From an optimization exercise on the open Yosys and OpenROAD flow, aimed at small area; shortcuts taken in it are not production practice. Function was checked by simulation only, so behaviour that the tests miss may differ from the original.

==> flow/design.v (excerpt) <==
module top_iq_demod(
	input logic clk,
	input logic resetn,
	input bit ADC_rdy_i,
	input logic signed [4:0] I_IF,
	input logic signed [4:0] Q_IF,
	output bit demod_iq_valid,
	output logic signed [4:0] I_BB,
	output logic signed [4:0] Q_BB
);
export LEC_CHECK = 0
export ABC_AREA = 1
export CAP_MARGIN = 20
export CORE_MARGIN = 2
export CORE_UTILIZATION = 60
export CTS_BUF_LIST = sky130_fd_sc_hd__clkbuf_8
export CTS_CLUSTER_DIAMETER = 50
export CTS_CLUSTER_SIZE = 20
export SLEW_MARGIN = 20
create_clock -name core_clock -period 13.0 [get_ports {clk}]
standard.sh (not shown) runs the stock make flow with config.mk's settings and CLKGATE_MAP_FILE= SYNTH_SCRIPT=/design/flow/synth_recipe.tcl, a recipe that flattens the netlist after the stock synthesis.
==> flow/flow/run.sh <==
#!/bin/bash
# Layout flow: the standard ORFS flow (standard.sh) with these changes in how the
# layout is made:
#  - synthesis: Yosys's coarse "synth -run fine:" step runs without its quick ABC pass
#    (-noabc), so that the full adders the RTL spells out are extracted as written, and
#    the final ABC mapping of the combinational logic uses an area-oriented script
#    (abc_area.script in this folder) instead of ORFS's default one. Registers are
#    mapped by the unchanged standard synthesis steps (ABC never touches them);
#  - the port buffers are the smallest buffer, sky130_fd_sc_hd__buf_1;
#  - clock tree synthesis inserts no dummy loads.
# Every tool's full output goes to the ORFS logs (orfs/logs/...) and to flow.log here.
set -euo pipefail
here=$(pwd)
rm -rf "$here/scripts"
cp -r "$FLOW_HOME/scripts" "$here/scripts"
cp "$here/flow/abc_area.script" "$here/scripts/abc_area.script"
sed -i 's/^  synth -top $::env(DESIGN_NAME) -run fine: {\*}$synth_full_args$/  synth -top $::env(DESIGN_NAME) -run fine: -noabc {*}$synth_full_args/' "$here/scripts/synth.tcl"
grep -q -- '-run fine: -noabc' "$here/scripts/synth.tcl"
bash standard.sh "SCRIPTS_DIR=$here/scripts" \
	"BUFFER_PORTS_ARGS=-buffer_cell sky130_fd_sc_hd__buf_1" \
	"CTS_ARGS=-sink_clustering_enable -repair_clock_nets -buf_list sky130_fd_sc_hd__clkbuf_8 -sink_clustering_size 20 -sink_clustering_max_diameter 50 -dont_use_dummy_load" \
	finish > "$here/flow.log" 2>&1
==> flow/flow/abc_area.script <==
strash
dc2
&get -n
&deepsyn -T 60 -S 7
&put
dch
amap -F 3 -A 8
topo
Then changed:
--- a/flow/flow/run.sh
+++ b/flow/flow/run.sh
@@ -20,3 +20,3 @@
 	"BUFFER_PORTS_ARGS=-buffer_cell sky130_fd_sc_hd__buf_1" \
-	"CTS_ARGS=-sink_clustering_enable -repair_clock_nets -buf_list sky130_fd_sc_hd__clkbuf_8 -sink_clustering_size 20 -sink_clustering_max_diameter 50 -dont_use_dummy_load" \
+	"CTS_ARGS=-sink_clustering_enable -repair_clock_nets -buf_list {sky130_fd_sc_hd__clkbuf_8 sky130_fd_sc_hd__clkbuf_16} -sink_clustering_size 24 -sink_clustering_max_diameter 60 -dont_use_dummy_load" \
 	finish > "$here/flow.log" 2>&1
After rerunning:
- The changed run completed without violations
- utilization goes up by 0.83 points
- critical path depth stays the same
- cell count goes down by 0.33%
- wire length climbs by 0.53%
- die area stays the same
- hold slack gains 40 ps
- sequential share of layout area fell by 0.51 points
- register-to-register slack degrades by 70 ps
Then changed:
--- a/flow/flow/run.sh
+++ b/flow/flow/run.sh
@@ -20,3 +20,3 @@
 	"BUFFER_PORTS_ARGS=-buffer_cell sky130_fd_sc_hd__buf_1" \
-	"CTS_ARGS=-sink_clustering_enable -repair_clock_nets -buf_list {sky130_fd_sc_hd__clkbuf_8 sky130_fd_sc_hd__clkbuf_16} -sink_clustering_size 24 -sink_clustering_max_diameter 60 -dont_use_dummy_load" \
+	"CTS_ARGS=-sink_clustering_enable -repair_clock_nets -buf_list sky130_fd_sc_hd__clkbuf_8 -sink_clustering_size 20 -sink_clustering_max_diameter 50 -dont_use_dummy_load" \
 	finish > "$here/flow.log" 2>&1
Settings changed: CORE_UTILIZATION 60 to 50.
Outcome: Clock skew is higher by 84 ps. Flip-flop and latch count is unchanged. First-iteration DRC count is lower by 14%. Count of clock-buffer cells in the layout is higher by 5. Worst setup slack is better by 25 ps. Critical path depth does not change.

---

top_iq_demod, a different RTL version from the one above (not shown whole).
Size: roughly 1800 cells after synthesis, ~260 flip-flops, ~0.015 mm² of cells after synthesis.
// top_iq_demod
module top_iq_demod(
	input logic clk,
	input logic resetn,
	input bit ADC_rdy_i,
	input logic signed [4:0] I_IF,
	input logic signed [4:0] Q_IF,
	output bit demod_iq_valid,
	output logic signed [4:0] I_BB,
	output logic signed [4:0] Q_BB
);
Settings: LEC_CHECK=0, ABC_AREA=1, CAP_MARGIN=20, CORE_MARGIN=2, CORE_UTILIZATION=60, CTS_BUF_LIST=sky130_fd_sc_hd__clkbuf_16, CTS_CLUSTER_DIAMETER=80, CTS_CLUSTER_SIZE=35, SLEW_MARGIN=20; clock period 13.0 ns.
run.sh (not shown) runs the stock make flow with config.mk's settings and CLKGATE_MAP_FILE= SYNTH_SCRIPT=/design/flow/synth_recipe.tcl, a recipe that flattens the netlist after the stock synthesis.
Stock flow here: none of the scripts above is used.
The baseline completed with no timing, DRC or antenna violations.
==> next run, changes <==
==> flow/flow/run.sh (new file) <==
#!/bin/bash
# Layout flow: the standard ORFS flow (standard.sh) with two changes in how the
# layout is made:
#  - synthesis maps the combinational logic with an area-oriented ABC script
#    (abc_area.script in this folder) instead of ORFS's default one; registers are
#    mapped by the unchanged standard synthesis (ABC never touches them);
#  - the port buffers are the smallest buffer, sky130_fd_sc_hd__buf_1.
# Every tool's full output goes to the ORFS logs (orfs/logs/...) and to flow.log here.
set -euo pipefail
here=$(pwd)
rm -rf "$here/scripts"
cp -r "$FLOW_HOME/scripts" "$here/scripts"
cp "$here/flow/abc_area.script" "$here/scripts/abc_area.script"
bash standard.sh "SCRIPTS_DIR=$here/scripts" "BUFFER_PORTS_ARGS=-buffer_cell sky130_fd_sc_hd__buf_1" finish > "$here/flow.log" 2>&1
==> flow/flow/abc_area.script (new file) <==
strash
dc2
dch
amap -F 3 -A 8
topo
==> flow/standard.sh (new file) <==
#!/bin/bash
# synth_recipe.tcl (not shown) runs the flow's synth.tcl, then flattens the netlist and writes it again
# the make line also repeats each setting of config.mk as NAME=value (left out here)
make -C /OpenROAD-flow-scripts/flow DESIGN_CONFIG=/design/flow/config.mk WORK_HOME=/design/flow/orfs CLKGATE_MAP_FILE= SYNTH_SCRIPT=/design/flow/synth_recipe.tcl "${@:-finish}"
- CTS_BUF_LIST: sky130_fd_sc_hd__clkbuf_16 -> sky130_fd_sc_hd__clkbuf_8
- CTS_CLUSTER_DIAMETER: 80 -> 50
- CTS_CLUSTER_SIZE: 35 -> 20
removed: flow/run.sh
=>
- The new run finished clean
- via count fell by 7.2%
- setup slack loses 0.0084 ns
- hold slack improved by 0.021 ns
- clock-buffer cell count grows by 17
- cell count decreases by 15%
- maximum frequency barely changes
- global-route usage rises by 0.61 points
- cell area went down by 6.3%

-- static timing again, ports no longer ideal --
The results above use ideal ports. As a check the final layouts listed here were re-extracted and re-timed, cells and wires unchanged. Step 1: set_driving_cell puts a clkbuf_16 on clk and a buf_2 on each other input, an assumption about the parent block. Step 2 also shifts input and output timing later by t, the mid clock arrival at the registers, as if the neighbouring blocks saw the same clock. a / b / c = ideal / step 1 / step 2; a / b = the first two.
run | shift t [ns] | slack for setup (ns) | hold slack, ns | slew at the worst register clock pin (ns)
the first run of note 1 | 0.591 | 2.080 / 2.080 / 2.080 | 0.370 / 0.370 / 0.370 | 0.12 / 0.12
the second run of note 1 | 0.547 | 2.013 / 2.013 / 2.013 | 0.411 / 0.411 / 0.411 | 0.09 / 0.09
the third run of note 1 | 0.607 | 2.037 / 2.037 / 2.037 | 0.380 / 0.380 / 0.380 | 0.11 / 0.11
the first run of note 2 | 0.562 | 3.519 / 3.519 / 3.519 | 0.399 / 0.399 / 0.399 | 0.12 / 0.12
the second run of note 2 | 0.646 | 3.511 / 3.511 / 3.511 | 0.420 / 0.420 / 0.420 | 0.10 / 0.10
After both steps every run listed still meets setup and hold.
